This is an optimization exercise on Yosys and OpenROAD, whose aim is small area, not a production implementation. Function was not checked in any run shown here: the RTL went through the layout flow alone. Power figures rest on the tool's default switching activity, not on a simulated workload.

`flow/standard.sh`:
```
#!/bin/bash
# synth_recipe.tcl (not shown) runs the flow's synth.tcl, then flattens the netlist and writes it again
# the make line also repeats each setting of config.mk as NAME=value (left out here)
make -C /OpenROAD-flow-scripts/flow DESIGN_CONFIG=/design/flow/config.mk WORK_HOME=/design/flow/orfs CLKGATE_MAP_FILE= SYNTH_SCRIPT=/design/flow/synth_recipe.tcl "${@:-finish}"
```
`flow/flow/run.sh`:
```
#!/bin/bash
# Own layout flow: the standard synthesis and layout, with
#  - port buffers of the smallest buffer cell (every port still gets one),
#  - clock tree of clkbuf_8 leaf clusters without dummy balancing loads.
# Each step's full output goes to a log of its own in this folder.
set -euo pipefail
bash standard.sh synth > synth.log 2>&1
CTS="-sink_clustering_enable -repair_clock_nets -dont_use_dummy_load -buf_list sky130_fd_sc_hd__clkbuf_8 -sink_clustering_size 20 -sink_clustering_max_diameter 50"
bash standard.sh \
  "BUFFER_PORTS_ARGS=-buffer_cell sky130_fd_sc_hd__buf_1" \
  "CTS_ARGS=$CTS" \
  finish > layout.log 2>&1
```
`flow/config.mk`:
```
export PLATFORM = sky130hd
export DESIGN_NAME = apb_slave
export DESIGN_NICKNAME = apb_slave
export VERILOG_FILES = /design/flow/design.v
export SDC_FILE = /design/flow/constraint.sdc
export NUM_CORES = 4
export LEC_CHECK = 0
export CAP_MARGIN = 20
export CORE_MARGIN = 2
export CORE_UTILIZATION = 65
export PLACE_DENSITY = 0.75
export SLEW_MARGIN = 20
export SYNTH_HIERARCHICAL = 1
export SYNTH_MINIMUM_KEEP_SIZE = 0
```
`flow/design.v`:
```
`timescale 1ns / 1ps
module apb_bit (
    input wire clk,
    input wire we,
    input wire web,
    input wire d,
    output reg q
);
    always @(posedge clk)
        q <= (q & web) | (d & we);
endmodule
module apb_aoi3 (
    input wire a0, input wire s0,
    input wire a1, input wire s1,
    input wire a2, input wire s2,
    output wire y
);
    assign y = ~((a0 & s0) | (a1 & s1) | (a2 & s2));
endmodule
module apb_nand2 (
    input wire a, input wire b,
    output wire y
);
    assign y = ~(a & b);
endmodule
module apb_and3 (
    input wire a, input wire b, input wire c,
    output wire y
);
    assign y = a & b & c;
endmodule
module apb_nand4 (
    input wire a, input wire b, input wire c, input wire d,
    output wire y
);
    assign y = ~(a & b & c & d);
endmodule
module apb_inv (
    input wire a,
    output wire y
);
    assign y = ~a;
endmodule
module apb_slave (
    input wire PCLK,
    input wire PRESETn,
    input wire PSEL,
    input wire PENABLE,
    input wire PWRITE,
    input wire [31:0] PADDR,
    input wire [31:0] PWDATA,
    output wire [31:0] PRDATA,
    output reg PREADY
);
    reg [3:0] raddr;
    wire [15:0] we;
    wire [15:0] web;
    wire [15:0] sel;
    wire [15:0] seln;
    wire [31:0] q [0:15];
    always @(posedge PCLK or negedge PRESETn) begin
        if (~PRESETn)
            PREADY <= 0;
        else
            PREADY <= 1;
    end
    always @(posedge PCLK)
        raddr <= PADDR[3:0];
    wire wr = PSEL & PENABLE & PWRITE;
    wire [3:0] wlo, whi, rlo, rhi;
    genvar i, w, b;
    generate
        for (i = 0; i < 4; i = i + 1) begin : pre
            assign wlo[i] = wr & (PADDR[1:0] == i);
            assign whi[i] = (PADDR[3:2] == i);
            assign rlo[i] = (raddr[1:0] == i);
            assign rhi[i] = (raddr[3:2] == i);
        end
        for (w = 0; w < 16; w = w + 1) begin : word
            apb_nand2 wn (.a(whi[w / 4]), .b(wlo[w % 4]), .y(web[w]));
            apb_inv   wi (.a(web[w]), .y(we[w]));
            apb_nand2 rn (.a(rhi[w / 4]), .b(rlo[w % 4]), .y(seln[w]));
            apb_inv   ri (.a(seln[w]), .y(sel[w]));
            for (b = 0; b < 32; b = b + 1) begin : bits
                apb_bit u (.clk(PCLK), .we(we[w]), .web(web[w]), .d(PWDATA[b]), .q(q[w][b]));
            end
        end
        for (b = 0; b < 32; b = b + 1) begin : rd
            wire [5:0] x;
            wire x012;
            apb_aoi3 g0 (.a0(q[0][b]),  .s0(sel[0]),  .a1(q[1][b]),  .s1(sel[1]),  .a2(q[2][b]),  .s2(sel[2]),  .y(x[0]));
            apb_aoi3 g1 (.a0(q[3][b]),  .s0(sel[3]),  .a1(q[4][b]),  .s1(sel[4]),  .a2(q[5][b]),  .s2(sel[5]),  .y(x[1]));
            apb_aoi3 g2 (.a0(q[6][b]),  .s0(sel[6]),  .a1(q[7][b]),  .s1(sel[7]),  .a2(q[8][b]),  .s2(sel[8]),  .y(x[2]));
            apb_aoi3 g3 (.a0(q[9][b]),  .s0(sel[9]),  .a1(q[10][b]), .s1(sel[10]), .a2(q[11][b]), .s2(sel[11]), .y(x[3]));
            apb_aoi3 g4 (.a0(q[12][b]), .s0(sel[12]), .a1(q[13][b]), .s1(sel[13]), .a2(q[14][b]), .s2(sel[14]), .y(x[4]));
            apb_nand2 g5 (.a(q[15][b]), .b(sel[15]), .y(x[5]));
            apb_and3  g6 (.a(x[0]), .b(x[1]), .c(x[2]), .y(x012));
            apb_nand4 g7 (.a(x012), .b(x[3]), .c(x[4]), .d(x[5]), .y(PRDATA[b]));
        end
    endgenerate
endmodule
```
`flow/constraint.sdc`:
```
create_clock -name core_clock -period 5.0 [get_ports {PCLK}]
set_input_delay 1.0000 -clock core_clock [delete_from_list [all_inputs] [get_ports {PCLK}]]
set_output_delay 1.0000 -clock core_clock [all_outputs]
set_load 0.01 [all_outputs]
```
==> results of run 1 <==
## registers in the layout (all words and copies together), names as in the netlist
name	flops
word.bits.u.q	512
PREADY	1
raddr	4
## modules after synthesis (local to each module, per instance)
| module | times used | flops+latches |
|---|---|---|
| apb_inv | 32 | 0 |
| apb_aoi3 | 160 | 0 |
| apb_and3 | 32 | 0 |
| apb_bit | 512 | 1 |
| apb_slave | 1 | 5 |
| apb_nand4 | 32 | 0 |
| apb_nand2 | 64 | 0 |
## logic make-up after synthesis
| group | after synthesis |
|---|---|
| compound gates | 672 |
| flops | 517 |
| simple gates | 146 |
| buf+inv | 33 |
| other cells | 1 |
## cell usage after synthesis
cell and number:
nor3_1 1, dfxtp_1 516, dfrtp_1 1, a222oi_1 160
conb_1 1, nand2_1 64, nor3_2 1, nand3_2 1
nand4_1 33, and2_1 3, nor2b_1 6, and3_1 32
inv_1 33, a22o_1 512, nor2_1 5
## where the power goes
group,internal [uW],switching [uW]
Combinational,536,351
Clock,687,1250
Sequential,4690,311
## through the flow
| stage | setup slack (ns) | total power (uW) | utilization [%] | hold slack, ns |
|---|---|---|---|---|
| CTS | 0.942 | 7800 | 72.3 | 0.193 |
| floorplan | 2.20 | 5640 | - | 0.455 |
| global route | 0.789 | 8090 | 72.3 | 0.189 |
| global placement | 1.58 | 5890 | 70.3 | 0.465 |
| detailed placement | 1.55 | 5940 | 70.3 | 0.470 |
| finish | 0.823 | 7820 | 72.3 | 0.205 |
## routing by layer
metal | up-vias | track usage, %
met5 | - | 0
met4 | 0 | 17.2
met3 | 189 | 8.23
met2 | 997 | 64.0
met1 | 7276 | 50.0
li1 | 6194 | -
## final timing paths
| kind | start | endpoint | slack (ns) | depth (start not counted) |
|---|---|---|---|---|
| worst max-delay path | raddr[3] | PRDATA[10] | 0.82 | 7 |
| worst min-delay path | PRESETn | PREADY | 0.21 | 1 |
| worst max register to register | word[4].bits[23].u.q | word[4].bits[23].u.q | 4.31 | 1 |
| worst min register to register | word[10].bits[1].u.q | word[10].bits[1].u.q | 0.49 | 1 |
| max in group asynchronous | PRESETn | PREADY | 4.70 | 1 |
| min in group core_clock | word[10].bits[1].u.q | word[10].bits[1].u.q | 0.49 | 1 |
## worst max-delay path, delay by kind of cell, from the launching register on
| kind | cells | cell delay, ns |
|---|---|---|
| compound gates | 1 | 0.40 |
| buf+inv | 3 | 1.33 |
| flops | 1 | 0.34 |
| simple gates | 3 | 0.53 |
## cell type report
cell class                      instances  area (um^2)
Clock buffer                           38          523
Fill cell                            1928         7230
Inverter                               33          124
Multi-Input combinational cell        819         6840
Sequential cell                       517        10400
Tap cell                              335          419
Timing Repair Buffer                  123          649
==> results.json, run 1 <==
{
  "ios": 102,
  "die_y_um": 167,
  "synthSimpleGateAreaFrac_pct": 4.31,
  "synth-seq-cells": 517,
  "wl_met1_um": 21500,
  "hpwl_um": 29900,
  "antenna_found_initial": 0,
  "numPortBuffers": 73,
  "wl_per_cell_um": 30.2,
  "slew_headroom_pct": 18.0,
  "synth_cells": 1369,
  "cts_buffers": 38,
  "synth.avg_cell_area_um2": 12.6,
  "finalMaxSlewViolations": 0,
  "mostFrequentLayoutCell": "dfxtp_1",
  "finalCritPeriodShare_pct": 83.5,
  "setup_tns_ns": 0,
  "clk_pin_slew_ns": 0.10,
  "synthMuxAreaShare_pct": 0,
  "layout_min_cycle_time_ns": 4.18,
  "areaGrowthSynthToFinish_pct": 9.19,
  "crit_path_start_kind": "flop",
  "vias": 14700,
  "synth_xor_xnor_area_share_pct": 0,
  "rsz0062_at_grt": "false",
  "fin_area_um2": 18900,
  "initial_utilization_pct": 66.3,
  "tightest_slew_ns": 1.23,
  "core-area_um2": 26100,
  "postCtsSetupRepairBufs": 0,
  "ir_drop_v": 0.000318,
  "fmax_ghz": 0.239,
  "hold_class": "input pin to async pin",
  "grt_pass1_vias": 14200,
  "place_area_um2": 18400,
  "dp.cells": 1827,
  "highest_layer": "met4",
  "synth_cell_types": 15,
  "wl_met2_um": 26000,
  "overflow": 0,
  "synth_compound_area_share_pct": 35.1,
  "finalWirelength_um": 56300,
  "max_stage_delay_ns": 0.62,
  "cts_tree": "yes",
  "clk_latency_ns": 0.55,
  "instances_no_fill": 1865,
  "setup_viol": 0,
  "cts_resized": 0,
  "grtUsageTotal_pct": 39.0,
  "drc": 0,
  "die-area_um2": 28000,
  "cts_root_buf": "clkbuf_8",
  "endpoint_kind": "output port",
  "cp_max_fo": 17,
  "clock_path_buffers": 3,
  "synthTopCellsByArea": "dfxtp_1 (60%), a22o_1 (26%), a222oi_1 (9.2%)",
  "nNetsFinal": 1601,
  "power.density_nw_per_um2": 414,
  "syn_area_um2": 17300,
  "final_cell_mix": "dfxtp_1 (516), a22o_1 (512), a222oi_1 (160), buf_1 (73), nand2_1 (64)",
  "cp_slowest_cell": "clkinv_1",
  "yosysTopAreaCellShare_pct": 59.7,
  "synthAdderAreaFrac_pct": 0,
  "hold_viol": 0,
  "drtAntennaViolNets": 0,
  "firstDrtPassIters": 21,
  "drtIter0Drc": 2417,
  "numClockSinks": 517,
  "insertedDiodeCount": 0,
  "met3_wirelength_um": 6360,
  "synth_top_family_by_area": "compound AO/OA/AOI/OAI gates",
  "place.gp.congestion": 0.812,
  "worstPathRequired_ns": 4.00,
  "routed_via_density": 7.86,
  "fin_skew_ns": 0,
  "htreeDepth": 2,
  "seq_area_frac_synth_pct": 59.8,
  "p_leak_uw": 0.00732,
  "die_x_um": 167,
  "drive_gt1_share_pct": 5.88,
  "worstPathArrival_ns": 3.18,
  "grt_pass1_wl_um": 84500,
  "crit_path_cell_trace": "and2_1, nand2_1, clkinv_1, buf_4, a222oi_1, nand4_1, buf_1",
  "yosys_warnings": 8,
  "synth_fp_nets": 1438,
  "yosys.area.top_type": "dfxtp_1",
  "drv_cap": 0,
  "hold_buffers": 0,
  "outcome": "timing/DRC/antenna clean",
  "row_count": 59,
  "path_class": "flop to output port",
  "grt_max_degree": 34
}
==> inputs of run 2 (changes only) <==
--- a/flow/config.mk
+++ b/flow/config.mk
@@ -9,4 +9,5 @@
 export CORE_MARGIN = 2
 export CORE_UTILIZATION = 65
+export GPL_TIMING_DRIVEN = 0
 export PLACE_DENSITY = 0.75
 export SLEW_MARGIN = 20
==> run 2 against run 1 <==
Against the previous run:
- still clean on timing, DRC and antenna
- die area unchanged
- area after synthesis unchanged
- wire length down 0.47%
- total power up 0.22%
- flip-flop and latch count unchanged
- first-iteration DRC count down 9.8%
- worst setup slack better by 0.37 ns
- global-route usage up 0.086 points
- critical path depth unchanged
- clock skew unchanged
- fmax up 9.6%
- count of clock-buffer cells in the layout up 1
- critical path type unchanged
- critical endpoint is now PRDATA[18]
==> results.json, run 2 <==
{
  "finalMaxSlewViolations": 0,
  "p_total_uw": 7840,
  "rr_worst_depth": 1,
  "grt_pass1_vias": 14100,
  "reg_top3": "word.bits.u.q (512), raddr (4), PREADY (1)",
  "finalCritPeriodShare_pct": 76.2,
  "synth_fp_nets": 1438,
  "routed_via_density": 7.93,
  "worstPathRequired_ns": 4.00,
  "worstPathArrival_ns": 2.81,
  "clk_latency_ns": 0.58,
  "firstDrtPassIters": 19,
  "rsz0062_at_grt": "false",
  "path_class": "flop to output port",
  "synth-seq-cells": 517,
  "hold_ws_ns": 0.171,
  "setup_slack_ns": 1.19,
  "synth_most_common_cell": "dfxtp_1",
  "path_buf_inv": 2,
  "fmax_ghz": 0.262,
  "endpoint_kind": "output port",
  "power.density_nw_per_um2": 405,
  "drtAntennaViolNets": 0,
  "largest_reg_flops": 512,
  "cts_resized": 0,
  "numClockSinks": 517,
  "hold_buffers": 0,
  "drive_gt1_share_pct": 7.94,
  "htreeDepth": 2,
  "drc": 0,
  "dp_slack_ns": 1.45,
  "reg2reg_slack_ns": 4.31,
  "max_stage_delay_ns": 0.56,
  "grt_pass1_wl_um": 84300,
  "place.gp.congestion": 0.780,
  "die_x_um": 167,
  "grt_max_degree": 33,
  "synth-edff-count": 0,
  "syn_area_um2": 17300,
  "synth_cells": 1369,
  "cts_buffers": 39,
  "clk_pin_slew_ns": 0.09,
  "crit_family": "simple AND/OR/NAND/NOR gates",
  "core-area_um2": 26100,
  "fin_skew_ns": 0,
  "row_count": 59,
  "antenna_found_initial": 2,
  "ys.flop_type": "dfxtp_1",
  "vias": 14700,
  "postCtsSetupRepairBufs": 0,
  "cp_slowest_cell": "inv_2",
  "yosys.area.top_type": "dfxtp_1",
  "p_leak_uw": 0.00739,
  "largest-register": "word.bits.u.q",
  "clock_path_buffers": 3,
  "crit_path_start_kind": "flop",
  "die_y_um": 167,
  "cp_max_fo": 32,
  "wl_per_cell_um": 30.3,
  "yosysTopAreaCellShare_pct": 59.7,
  "initial_utilization_pct": 66.3,
  "hpwl_um": 32500,
  "synth_commonest_cells": "dfxtp_1 (516), a22o_1 (512), a222oi_1 (160)",
  "areaGrowthSynthToFinish_pct": 11.7,
  "r2r_start": "word[13].bits[15].u.q",
  "nNetsFinal": 1583,
  "ios": 102,
  "yosys_warnings": 8,
  "ir_drop_v": 0.000312,
  "final_cell_mix": "dfxtp_1 (516), a22o_1 (512), a222oi_1 (160), buf_1 (73), nand2_1 (48)",
  "synthTopCellsByArea": "dfxtp_1 (60%), a22o_1 (26%), a222oi_1 (9.2%)",
  "async_reset_ff_share_pct": 0.193,
  "setup_tns_ns": 0,
  "synth.avg_cell_area_um2": 12.6,
  "crit_path_cell_trace": "nor2b_1, nand2_1, inv_2, a222oi_1, and3_1, nand4_1, buf_1",
  "numPortBuffers": 73,
  "tightest_slew_ns": 0.888,
  "mostFrequentLayoutCell": "dfxtp_1",
  "r2r_end": "word[13].bits[15].u.q",
  "layout_min_cycle_time_ns": 3.81,
  "synth_cell_types": 15,
  "overflow": 0,
  "hold_class": "input pin to async pin",
  "seq_area_frac_synth_pct": 59.8,
  "hold_viol": 0,
  "drv_cap": 0,
  "setup_viol": 0,
  "drtIter0Drc": 2179,
  "finalWirelength_um": 56000,
  "cts_tree": "yes",
  "outcome": "timing/DRC/antenna clean",
  "slew_headroom_pct": 40.7,
  "die-area_um2": 28000,
  "cts_root_buf": "clkbuf_8",
  "grtUsageTotal_pct": 39.1
}
-- run 2: cell counts after synthesis --
Identical to the previous run, type by type.
-- run 2: per-module statistics from Yosys (local to each module, per instance), excerpt --
module     cell area, um^2  cells inside
apb_slave              219            25
apb_nand4             6.26             1
apb_bit               28.8             2
apb_aoi3              10.0             1
apb_nand2             3.75             1
apb_inv               3.75             1
-- run 2: worst max path at each step --
stage                     cells past startpoint                     to  slack, ns      from
after floorplan                               5    word[0].bits[0].u.q       2.20    PWRITE
after global placement                        6  word[15].bits[22].u.q       0.23  PADDR[1]
after detailed placement                      7    word[4].bits[7].u.q       1.45    PWRITE
after CTS                                     7             PRDATA[18]       1.27  raddr[1]
after global routing                          7             PRDATA[18]       1.13  raddr[2]
final                                         7             PRDATA[18]       1.19  raddr[1]
-- run 2: per-stage QoR --
| stage | util, % | std cells | area [um^2] |
|---|---|---|---|
| 6_report | 74.0 | 1848 | 19300 |
| 3_5_place_dp | 72.0 | 1808 | 18800 |
| 2_1_floorplan | - | 1369 | 17300 |
| 5_1_grt | 74.0 | 1848 | 19300 |
| 4_1_cts | 74.0 | 1847 | 19300 |
| 3_3_place_gp | 68.9 | 1777 | 18000 |
-- run 2: metal layers --
layer | vias up | track usage, % | routed length, um
li1 | 6156 | - | -
met1 | 7249 | 50.6 | 21400
met2 | 1042 | 62.0 | 25500
met3 | 206 | 8.82 | 6480
met4 | 2 | 19.9 | 2660
met5 | - | 0 | 13
-- run 2: cells by family after synthesis --
group	synth area share, %
other	0.0217
AND/OR/NAND/NOR	4.31
buffers and inverters	0.715
flip-flops	59.8
AO/OA/AOI/OAI	35.1
-- run 2: power by group --
part	switching, uW	total (uW)	internal (uW)
clock network	1240	1940	704
registers	311	5000	4690
logic	354	897	543
total	1900	7840	5930
-- run 2: final cells by class --
cell class / count / area, um^2
repair buffers: 104 / 1030
diodes: 1 / 2.50
inverters: 33 / 124
multi-input cells: 819 / 6880
well taps: 335 / 419
flip-flops and latches: 517 / 10400
fillers: 1823 / 6790
clock buffers: 39 / 537
==> inputs of run 3 (changes only) <==
--- a/flow/config.mk
+++ b/flow/config.mk
@@ -6,10 +6,9 @@
 export NUM_CORES = 4
 export LEC_CHECK = 0
-export CAP_MARGIN = 20
+export CAP_MARGIN = 0
 export CORE_MARGIN = 2
 export CORE_UTILIZATION = 65
-export GPL_TIMING_DRIVEN = 0
 export PLACE_DENSITY = 0.75
-export SLEW_MARGIN = 20
+export SLEW_MARGIN = 0
 export SYNTH_HIERARCHICAL = 1
 export SYNTH_MINIMUM_KEEP_SIZE = 0
==> run 3 against run 2 <==
Against the previous run:
- combinational power fell by 1%
- wire length rose by 0.52%
- count of clock-buffer cells in the layout is 1 lower
- cell count up 0.92%
- total power down 0.25%
- sequential power is essentially flat
- first-iteration DRC count increased by 11%
- design area shrank 2.3%
- highest routed layer is now met4
==> results.json, run 3 <==
{
  "slew_headroom_pct": 15.7,
  "endpoint_kind": "output port",
  "crit_path_cell_trace": "and2_1, nand2_1, clkinv_1, buf_4, a222oi_1, nand4_1, buf_1",
  "final_core_util_pct": 72.3,
  "numPortBuffers": 73,
  "largest_reg_flops": 512,
  "dp_slack_ns": 1.55,
  "fin_skew_ns": 0,
  "drc": 0,
  "finalWirelength_um": 56300,
  "power_frac_seq_pct": 63.9,
  "path_buf_inv": 3,
  "worstPathRequired_ns": 4.00,
  "setup_tns_ns": 0,
  "startpoint": "raddr[3]",
  "drv_cap": 0,
  "wl_per_cell_um": 30.2,
  "hold_class": "input pin to async pin",
  "grt_pass1_wl_um": 84500,
  "nNetsFinal": 1601,
  "async_reset_ff_share_pct": 0.193,
  "reg2reg_slack_ns": 4.31,
  "path_class": "flop to output port",
  "synth.avg_cell_area_um2": 12.6,
  "clock_path_buffers": 3,
  "hold_viol": 0,
  "synth_most_common_cell": "dfxtp_1",
  "multiInputGateArea_um2": 6840,
  "max_stage_delay_ns": 0.62,
  "cts_root_buf": "clkbuf_8",
  "comb_power_share_pct": 11.3,
  "htreeDepth": 2,
  "p_clk_share_pct": 24.7,
  "areaGrowthSynthToFinish_pct": 9.19,
  "synth_commonest_cells": "dfxtp_1 (516), a22o_1 (512), a222oi_1 (160)",
  "p_leak_uw": 0.00733,
  "yosys.area.top_type": "dfxtp_1",
  "row_count": 59,
  "routed_via_density": 7.86,
  "vias": 14700,
  "setup_slack_ns": 0.831,
  "synth_cell_types": 15,
  "n_fill_cell": 1928,
  "hpwl_um": 29900,
  "mostFrequentLayoutCell": "dfxtp_1",
  "clk_pin_slew_ns": 0.10,
  "cts_tree": "yes",
  "die_x_um": 167,
  "grt_pass1_vias": 14200,
  "fmax_ghz": 0.240,
  "finalMaxSlewViolations": 0,
  "cp.depth": 7,
  "numClockSinks": 517,
  "seq_area_frac_synth_pct": 59.8,
  "instances_no_fill": 1865,
  "postCtsSetupRepairBufs": 0,
  "largest-register": "word.bits.u.q",
  "drive_gt1_share_pct": 5.88,
  "yosysTopAreaCellShare_pct": 59.7,
  "power.density_nw_per_um2": 413,
  "finalCritPeriodShare_pct": 83.4,
  "synth-seq-cells": 517,
  "drtIter0Drc": 2416,
  "layout_min_cycle_time_ns": 4.17,
  "place.gp.congestion": 0.812,
  "tightest_slew_ns": 1.26,
  "switchingPower_uw": 1910,
  "cp_max_fo": 17,
  "ys.flop_type": "dfxtp_1",
  "p_sw_share_pct": 24.4,
  "synth_cells": 1369,
  "core-area_um2": 26100,
  "rsz0062_at_grt": "false",
  "setup_viol": 0,
  "internal-power_uw": 5910,
  "hold_buffers": 0,
  "cts_resized": 0,
  "initial_utilization_pct": 66.3,
  "cp_slowest_cell": "clkinv_1",
  "synthTopCellsByArea": "dfxtp_1 (60%), a22o_1 (26%), a222oi_1 (9.2%)",
  "drtAntennaViolNets": 0,
  "yosys_warnings": 8,
  "r2r_end": "word[5].bits[2].u.q",
  "insertedDiodeCount": 0,
  "synth-edff-count": 0,
  "crit_family": "buffers and inverters",
  "ir_drop_v": 0.000319,
  "overflow": 0,
  "firstDrtPassIters": 19,
  "crit_path_start_kind": "flop",
  "die-area_um2": 28000,
  "syn_area_um2": 17300,
  "worstPathArrival_ns": 3.17,
  "outcome": "timing/DRC/antenna clean",
  "clk_latency_ns": 0.55,
  "reg_top3": "word.bits.u.q (512), raddr (4), PREADY (1)",
  "final_cell_mix": "dfxtp_1 (516), a22o_1 (512), a222oi_1 (160), buf_1 (73), nand2_1 (64)",
  "grtUsageTotal_pct": 39.0,
  "synth_fp_nets": 1438,
  "cts_buffers": 38,
  "grt_max_degree": 34,
  "hold_ws_ns": 0.206,
  "die_y_um": 167,
  "rr_worst_depth": 1,
  "r2r_start": "word[5].bits[2].u.q",
  "ios": 102,
  "ff_latch_area_um2": 10400,
  "dp.cells": 1827,
  "antenna_found_initial": 0
}
==> run 3: cell counts after synthesis <==
Identical to the previous run, type by type.
==> run 3: power by group through the flow <==
stage | clock [uW] | sequential [uW] | combinational, uW
finish | 1930 | 5000 | 887
global route | 2090 | 5050 | 955
CTS | 1940 | 4980 | 878
detailed placement | 0 | 5070 | 875
global placement | 0 | 5050 | 844
floorplan | 0 | 4990 | 654
==> run 3: metrics by stage <==
stage               power (uW)  cell area (um^2)
global placement          5890             18400
CTS                       7800             18900
finish                    7820             18900
detailed placement        5940             18400
floorplan                 5640             17300
global route              8090             18900
==> run 3: final cells by class <==
type                            instances  share of cell area (%)
Multi-Input combinational cell        819                    36.2
Sequential cell                       517                    54.8
Inverter                               33                   0.655
Timing Repair Buffer                  123                    3.43
Clock buffer                           38                    2.77
Tap cell                              335                    2.22
==> run 3: metal layers <==
layer  vias to the layer above  routed length (um)  GRT usage [%]
li1                       6192                   -              -
met3                       196                6400           8.23
met4                         0                2530           17.2
met2                      1017               26000           64.0
met1                      7261               21400           50.0
met5                         -                   0              0
==> run 3: cells by family (layout without fill, tap and decap cells) <==
kind of cell	count (synthesis)	after routing	synth area share (%)
flops	517	517	59.8
other cells	1	1	0.0217
buf+inv	33	194	0.715
compound gates	672	672	35.1
simple gates	146	146	4.31
==> run 3: modules after synthesis (local to each module, per instance) <==
module / area, um^2 / times used
apb_slave: 219 / 1
apb_bit: 28.8 / 512
apb_aoi3: 10.0 / 160
apb_and3: 6.26 / 32
apb_nand4: 6.26 / 32
apb_inv: 3.75 / 32
apb_nand2: 3.75 / 64
==> run 3: worst max path at each step <==
stage,to,slack [ns]
6_report,PRDATA[10],0.83
5_1_grt,PRDATA[10],0.79
4_1_cts,PRDATA[10],0.94
3_5_place_dp,PRDATA[10],1.55
3_3_place_gp,PRDATA[19],1.58
2_1_floorplan,word[0].bits[0].u.q,2.20
==> inputs of run 4 (changes only) <==
--- a/flow/config.mk
+++ b/flow/config.mk
@@ -9,4 +9,5 @@
 export CORE_MARGIN = 2
 export CORE_UTILIZATION = 65
+export GPL_TIMING_DRIVEN = 0
 export PLACE_DENSITY = 0.75
 export SLEW_MARGIN = 0
==> run 4 against run 3 <==
Against the previous run:
- now fails the layout checks on capacitance limit, slew limit
- via count is 1.4% lower
- critical path depth unchanged
- core utilization rose by 0.16 points
- critical path type unchanged
- largest cell class unchanged
- highest routed layer is now met5
==> results.json, run 4 <==
{
  "r2r_start": "word[10].bits[24].u.q",
  "synth-seq-cells": 517,
  "numClockSinks": 517,
  "hold_viol": 0,
  "seq_area_frac_synth_pct": 59.8,
  "power.density_nw_per_um2": 413,
  "slew_headroom_pct": -2.66,
  "worstPathArrival_ns": 3.29,
  "cts_resized": 0,
  "drtIter0Drc": 2350,
  "hold_class": "input pin to async pin",
  "yosys.area.top_type": "dfxtp_1",
  "met2_usage_pct": 61.0,
  "cp_max_fo": 32,
  "grt_max_degree": 34,
  "hold_buffers": 0,
  "cts_root_buf": "clkbuf_8",
  "final_cell_mix": "dfxtp_1 (516), a22o_1 (512), a222oi_1 (160), buf_1 (73), nand2_1 (48)",
  "yosys_warnings": 8,
  "tightest_slew_ns": 1.54,
  "switchingPower_uw": 1910,
  "synth_cells": 1369,
  "final_core_util_pct": 72.5,
  "row_count": 59,
  "fin_skew_ns": 0,
  "p_total_uw": 7820,
  "firstDrtPassIters": 19,
  "drc": 0,
  "crit_path_start_kind": "flop",
  "r2r_end": "word[10].bits[24].u.q",
  "met1_usage_pct": 50.5,
  "rsz0062_at_grt": "false",
  "worstPathRequired_ns": 4.00,
  "ios": 102,
  "grt_pass1_wl_um": 83000,
  "drtAntennaViolNets": 0,
  "path_class": "flop to output port",
  "ys.flop_type": "dfxtp_1",
  "finalMaxSlewViolations": 66,
  "grtUsageTotal_pct": 38.2,
  "grt.busiest_layer": "met2",
  "grt_pass1_vias": 13900,
  "setup_viol": 0,
  "synthTopCellsByArea": "dfxtp_1 (60%), a22o_1 (26%), a222oi_1 (9.2%)",
  "nNetsFinal": 1566,
  "largest-register": "word.bits.u.q",
  "synth-edff-count": 0,
  "die_y_um": 167,
  "syn_area_um2": 17300,
  "clock_path_buffers": 3,
  "mostFrequentLayoutCell": "dfxtp_1",
  "synth.avg_cell_area_um2": 12.6,
  "internal-power_uw": 5910,
  "async_reset_ff_share_pct": 0.193,
  "p_leak_uw": 0.00722,
  "place.gp.congestion": 0.780,
  "power_frac_seq_pct": 63.9,
  "endpoint_kind": "output port",
  "setup_tns_ns": 0,
  "comb_power_share_pct": 11.3,
  "critPathCapture": "PRDATA[10]",
  "finalWirelength_um": 55000,
  "yosysTopAreaCellShare_pct": 59.7,
  "vias": 14500,
  "startpoint": "raddr[1]",
  "reg2reg_slack_ns": 4.32,
  "wl_per_cell_um": 30.1,
  "finalCritPeriodShare_pct": 85.8,
  "clk_latency_ns": 0.56,
  "areaGrowthSynthToFinish_pct": 9.44,
  "dp_slack_ns": 0.822,
  "drive_gt1_share_pct": 5.75,
  "outcome": "failed layout checks",
  "antenna_found_initial": 2,
  "die-area_um2": 28000,
  "cts_tree": "yes",
  "initial_utilization_pct": 66.3,
  "cts_buffers": 38,
  "drv_cap": 3,
  "core-area_um2": 26100,
  "layout_min_cycle_time_ns": 4.29,
  "rr_worst_depth": 1,
  "fmax_ghz": 0.233,
  "synth_fp_nets": 1438,
  "hpwl_um": 27900,
  "ir_drop_v": 0.000291,
  "postCtsSetupRepairBufs": 0,
  "so_faults": "capacitance limit, slew limit",
  "p_clk_share_pct": 24.8,
  "clk_pin_slew_ns": 0.10,
  "dp.cells": 1784,
  "synth_commonest_cells": "dfxtp_1 (516), a22o_1 (512), a222oi_1 (160)",
  "largest_reg_flops": 512,
  "synth_cell_types": 15,
  "synth_most_common_cell": "dfxtp_1",
  "htreeDepth": 2,
  "routed_via_density": 7.90,
  "numPortBuffers": 73,
  "reg_top3": "word.bits.u.q (512), raddr (4), PREADY (1)",
  "instances_no_fill": 1831,
  "gr-usage-met3_pct": 7.75,
  "setup_slack_ns": 0.710,
  "overflow": 0,
  "die_x_um": 167,
  "p_sw_share_pct": 24.4
}
[run 4: cell type report]
| cell class | count | area [um^2] |
|---|---|---|
| repair buffers | 88 | 649 |
| clock buffers | 38 | 523 |
| multi-input cells | 819 | 6880 |
| fillers | 1885 | 7180 |
| well taps | 335 | 419 |
| flip-flops and latches | 517 | 10400 |
| diodes | 1 | 2.50 |
| inverters | 33 | 124 |
[run 4: metrics by stage]
step | hold WS, ns | cell area, um^2
finish | 0.172 | 18900
global route | 0.160 | 18900
CTS | 0.155 | 18700
detailed placement | 0.470 | 18200
global placement | 0.466 | 18000
floorplan | 0.455 | 17300
[run 4: worst min path at each step]
stage,to,startpoint,cells after the start,slack (ns)
detailed placement,word[0].bits[0].u.q,word[0].bits[0].u.q,1,0.47
finish,PREADY,PRESETn,1,0.17
floorplan,word[0].bits[0].u.q,word[0].bits[0].u.q,1,0.46
global placement,word[12].bits[18].u.q,word[12].bits[18].u.q,1,0.47
global route,PREADY,PRESETn,1,0.16
CTS,PREADY,PRESETn,1,0.16
[run 4: kinds of logic (layout without fill, tap and decap cells)]
family	after synthesis	after routing	share of synthesized area, %
AO/OA/AOI/OAI	672	672	35.1
flip-flops	517	517	59.8
AND/OR/NAND/NOR	146	146	4.31
buffers and inverters	33	159	0.715
other	1	2	0.0217
[run 4: Yosys stat by module, one instance, submodules excluded]
module / area (um^2) / cells / flops+latches / copies in the design
apb_bit: 28.8 / 2 / 1 / 512
apb_and3: 6.26 / 1 / 0 / 32
apb_nand4: 6.26 / 1 / 0 / 32
apb_slave: 219 / 25 / 5 / 1
apb_nand2: 3.75 / 1 / 0 / 64
apb_inv: 3.75 / 1 / 0 / 32
apb_aoi3: 10.0 / 1 / 0 / 160
[run 4: layer usage]
layer	wire, um	vias to the layer above	part of all wire [%]
met4	2200	2	4.0
met3	6250	183	11
li1	-	6113	-
met1	21600	7182	39
met5	13	-	0.024
met2	24900	987	45
[run 4: power by group through the flow]
| stage | clock, uW | combinational (uW) | sequential, uW |
|---|---|---|---|
| 2_1_floorplan | 0 | 654 | 4990 |
| 3_3_place_gp | 0 | 833 | 5040 |
| 3_5_place_dp | 0 | 871 | 5070 |
| 4_1_cts | 1940 | 873 | 4980 |
| 5_1_grt | 2090 | 956 | 5050 |
| 6_report | 1940 | 886 | 4990 |
[run 4: worst max-delay path, cell delays in order, from the launching register on]
cell and delay [ns]:
dfxtp_1 0.36, nor2b_1 0.28, nand2_1 0.09, inv_1 1.03, a222oi_1 0.29, and3_1 0.30
nand4_1 0.17, buf_1 0.18
==> inputs of run 5 (changes only) <==
--- a/flow/flow/run.sh
+++ b/flow/flow/run.sh
@@ -6,5 +6,5 @@
 set -euo pipefail
 bash standard.sh synth > synth.log 2>&1
-CTS="-sink_clustering_enable -repair_clock_nets -dont_use_dummy_load -buf_list sky130_fd_sc_hd__clkbuf_8 -sink_clustering_size 20 -sink_clustering_max_diameter 50"
+CTS="-sink_clustering_enable -repair_clock_nets -dont_use_dummy_load -buf_list sky130_fd_sc_hd__clkbuf_8 -sink_clustering_size 16 -sink_clustering_max_diameter 40"
 bash standard.sh \
   "BUFFER_PORTS_ARGS=-buffer_cell sky130_fd_sc_hd__buf_1" \
--- a/flow/config.mk
+++ b/flow/config.mk
@@ -6,10 +6,9 @@
 export NUM_CORES = 4
 export LEC_CHECK = 0
-export CAP_MARGIN = 0
+export CAP_MARGIN = 20
 export CORE_MARGIN = 2
 export CORE_UTILIZATION = 65
-export GPL_TIMING_DRIVEN = 0
 export PLACE_DENSITY = 0.75
-export SLEW_MARGIN = 0
+export SLEW_MARGIN = 20
 export SYNTH_HIERARCHICAL = 1
 export SYNTH_MINIMUM_KEEP_SIZE = 0
==> run 5 against run 4 <==
Against the previous run:
- now clean on timing, DRC and antenna
- sequential share of layout area is 0.43 points lower
- core utilization is 0.57 points higher
- synthesized cell count is the same
- design area grew 0.79%
- register-to-register slack barely moved
- wire length rose by 3.1%
- sequential power about the same
- global-route usage is 1.2 points higher
- cell count increased by 2.6%
- via count up 2.8%
==> results.json, run 5 <==
{
  "outcome": "timing/DRC/antenna clean",
  "setup_viol": 0,
  "drc": 0,
  "cts_root_buf": "clkbuf_8",
  "seq_area_frac_synth_pct": 59.8,
  "largest-register": "word.bits.u.q",
  "drive_gt1_share_pct": 6.68,
  "vias": 14900,
  "ir_drop_v": 0.000305,
  "synthTopCellsByArea": "dfxtp_1 (60%), a22o_1 (26%), a222oi_1 (9.2%)",
  "tightest_slew_ns": 1.18,
  "synth_cell_types": 15,
  "die_x_um": 167,
  "synth_most_common_cell": "dfxtp_1",
  "rr_worst_depth": 1,
  "hold_viol": 0,
  "cts_resized": 0,
  "insertedDiodeCount": 0,
  "grt_pass1_vias": 14400,
  "layout_min_cycle_time_ns": 4.27,
  "cp_max_fo": 17,
  "firstDrtPassIters": 19,
  "yosysTopAreaCellShare_pct": 59.7,
  "synth-seq-cells": 517,
  "grt_max_degree": 34,
  "overflow": 0,
  "cp_slowest_cell": "clkinv_1",
  "path_class": "flop to output port",
  "n_fill_cell": 1897,
  "final_cell_mix": "dfxtp_1 (516), a22o_1 (512), a222oi_1 (160), buf_1 (73), nand2_1 (64)",
  "ios": 102,
  "core-area_um2": 26100,
  "postCtsSetupRepairBufs": 0,
  "synth_fp_nets": 1438,
  "endpoint_kind": "output port",
  "hold_class": "input pin to async pin",
  "synth.avg_cell_area_um2": 12.6,
  "reg_top3": "word.bits.u.q (512), raddr (4), PREADY (1)",
  "async_reset_ff_share_pct": 0.193,
  "largest_reg_flops": 512,
  "htreeDepth": 2,
  "crit_path_start_kind": "flop",
  "finalCritPeriodShare_pct": 85.4,
  "r2r_end": "word[11].bits[22].u.q",
  "yosys.area.top_type": "dfxtp_1",
  "clk_pin_slew_ns": 0.07,
  "power.density_nw_per_um2": 424,
  "syn_area_um2": 17300,
  "finalMaxSlewViolations": 0,
  "clk_latency_ns": 0.60,
  "numPortBuffers": 73,
  "fmax_ghz": 0.234,
  "drv_cap": 0,
  "instances_no_fill": 1878,
  "max_stage_delay_ns": 0.62,
  "cts_buffers": 50,
  "hold_buffers": 0,
  "die_y_um": 167,
  "clock_path_buffers": 3,
  "areaGrowthSynthToFinish_pct": 10.3,
  "drtIter0Drc": 2323,
  "place.gp.congestion": 0.812,
  "row_count": 59,
  "yosys_warnings": 8,
  "crit_family": "buffers and inverters",
  "dp.cells": 1827,
  "synth-edff-count": 0,
  "rsz0062_at_grt": "false",
  "setup_tns_ns": 0,
  "synth_commonest_cells": "dfxtp_1 (516), a22o_1 (512), a222oi_1 (160)",
  "antenna_found_initial": 0,
  "synth_cells": 1369,
  "cts_tree": "yes",
  "initial_utilization_pct": 66.3,
  "mostFrequentLayoutCell": "dfxtp_1",
  "fin_skew_ns": 0,
  "slew_headroom_pct": 21.0,
  "wl_per_cell_um": 30.2,
  "die-area_um2": 28000,
  "hpwl_um": 29900,
  "crit_path_cell_trace": "and2_1, nand2_1, clkinv_1, buf_4, a222oi_1, nand4_1, buf_1",
  "r2r_start": "word[11].bits[22].u.q",
  "worstPathArrival_ns": 3.27,
  "drtAntennaViolNets": 0,
  "numClockSinks": 517,
  "worstPathRequired_ns": 4.00,
  "finalWirelength_um": 56700,
  "grtUsageTotal_pct": 39.3,
  "nNetsFinal": 1614,
  "reg2reg_slack_ns": 4.32,
  "ys.flop_type": "dfxtp_1",
  "grt_pass1_wl_um": 85300,
  "path_buf_inv": 3,
  "p_leak_uw": 0.00742,
  "routed_via_density": 7.92
}
run 5: cell types whose count changed in the layout (fill, tap and decap cells not counted), sizes merged:
cell	previous run	this run
buf	88	124
clkbuf	38	50
clkinv	4	3
diode	1	0
inv	29	30
run 5: power by group:
group | internal, uW | switching (uW) | leakage (uW) | total (uW)
sequential | 4690 | 313 | 0.00427 | 5000
clock | 890 | 1310 | 0.000359 | 2200
combinational | 536 | 351 | 0.00280 | 887
total | 6110 | 1980 | 0.00742 | 8090
run 5: metal layers:
layer	share of wire, %	routed length [um]	vias to the layer above	GRT usage, %
li1	-	-	6221	-
met1	38	21700	7378	50.6
met2	46	26000	1071	63.4
met3	11	6350	202	7.89
met4	4.6	2640	0	19.8
met5	0	0	-	0
run 5: area by class of cell:
class | count | area (um^2) | area share, %
repair buffers | 124 | 677 | 3.54
clock buffers | 50 | 688 | 3.60
well taps | 335 | 419 | 2.19
flip-flops and latches | 517 | 10400 | 54.2
multi-input cells | 819 | 6840 | 35.8
inverters | 33 | 124 | 0.649
run 5: modules after synthesis, one instance, submodules excluded:
module / flops+latches / area, um^2 / copies in the design / cells inside
apb_nand4: 0 / 6.26 / 32 / 1
apb_nand2: 0 / 3.75 / 64 / 1
apb_slave: 5 / 219 / 1 / 25
apb_bit: 1 / 28.8 / 512 / 2
apb_inv: 0 / 3.75 / 32 / 1
apb_aoi3: 0 / 10.0 / 160 / 1
apb_and3: 0 / 6.26 / 32 / 1
run 5: per-stage QoR:
step / util [%] / total power (uW) / hold WS [ns] / cell area (um^2) / setup slack (ns)
final: 73.1 / 8090 / 0.184 / 19100 / 0.729
after global routing: 73.1 / 8370 / 0.178 / 19100 / 0.785
after CTS: 73.0 / 8060 / 0.176 / 19100 / 0.929
after detailed placement: 70.3 / 5940 / 0.470 / 18400 / 1.55
after global placement: 70.3 / 5890 / 0.465 / 18400 / 1.58
after floorplan: - / 5640 / 0.455 / 17300 / 2.20
run 5: worst max-delay path by stage:
stage | from | to | slack, ns | cells after the start
global route | raddr[3] | PRDATA[10] | 0.78 | 7
global placement | raddr[3] | PRDATA[19] | 1.58 | 7
detailed placement | raddr[3] | PRDATA[10] | 1.55 | 7
CTS | raddr[3] | PRDATA[10] | 0.93 | 7
floorplan | PWRITE | word[0].bits[0].u.q | 2.20 | 5
finish | raddr[3] | PRDATA[10] | 0.73 | 7
run 5: kinds of logic after synthesis:
kind of cell | count (synthesis) | share of synthesized area (%)
other cells | 1 | 0.0217
simple gates | 146 | 4.31
buf+inv | 33 | 0.715
compound gates | 672 | 35.1
flops | 517 | 59.8

[re-timing with driven ports]
Ports are ideal in the flow. The routed layouts listed here were re-timed in OpenROAD. Step 1 sets driving cells, clkbuf_16 on the clock port and buf_2 on the other inputs (assumed; they add their load-dependent delay and slew). Step 2 adds t to the input delays and takes it off the output delays; t is the mean of the earliest and latest rising clock arrival at the registers after step 1. Input paths then give back, and output paths get back, about the clock's delay inside the block. a / b / c = ideal ports / drivers / drivers and shift; a / b = the first two.
run	shift t [ns]	slack for setup (ns)	worst hold slack (ns)	worst setup path at the end	worst data-port slew with drivers (ns)
run 1	0.615	0.823 / 0.776 / 1.391	0.205 / 0.182 / 0.490	register to output	0.08
run 2	0.619	1.190 / 1.139 / 1.268	0.171 / 0.144 / 0.489	input to register	0.07
run 3	0.617	0.831 / 0.784 / 1.400	0.206 / 0.183 / 0.490	register to output	0.08
run 4	0.615	0.710 / 0.662 / 0.679	0.172 / 0.149 / 0.491	input to register	0.08
run 5	0.641	0.729 / 0.678 / 1.318	0.184 / 0.156 / 0.484	register to output	0.08
The setup slack of run 4, which loses most, moves by -0.048 ns with the drivers and by -0.031 ns with both steps.
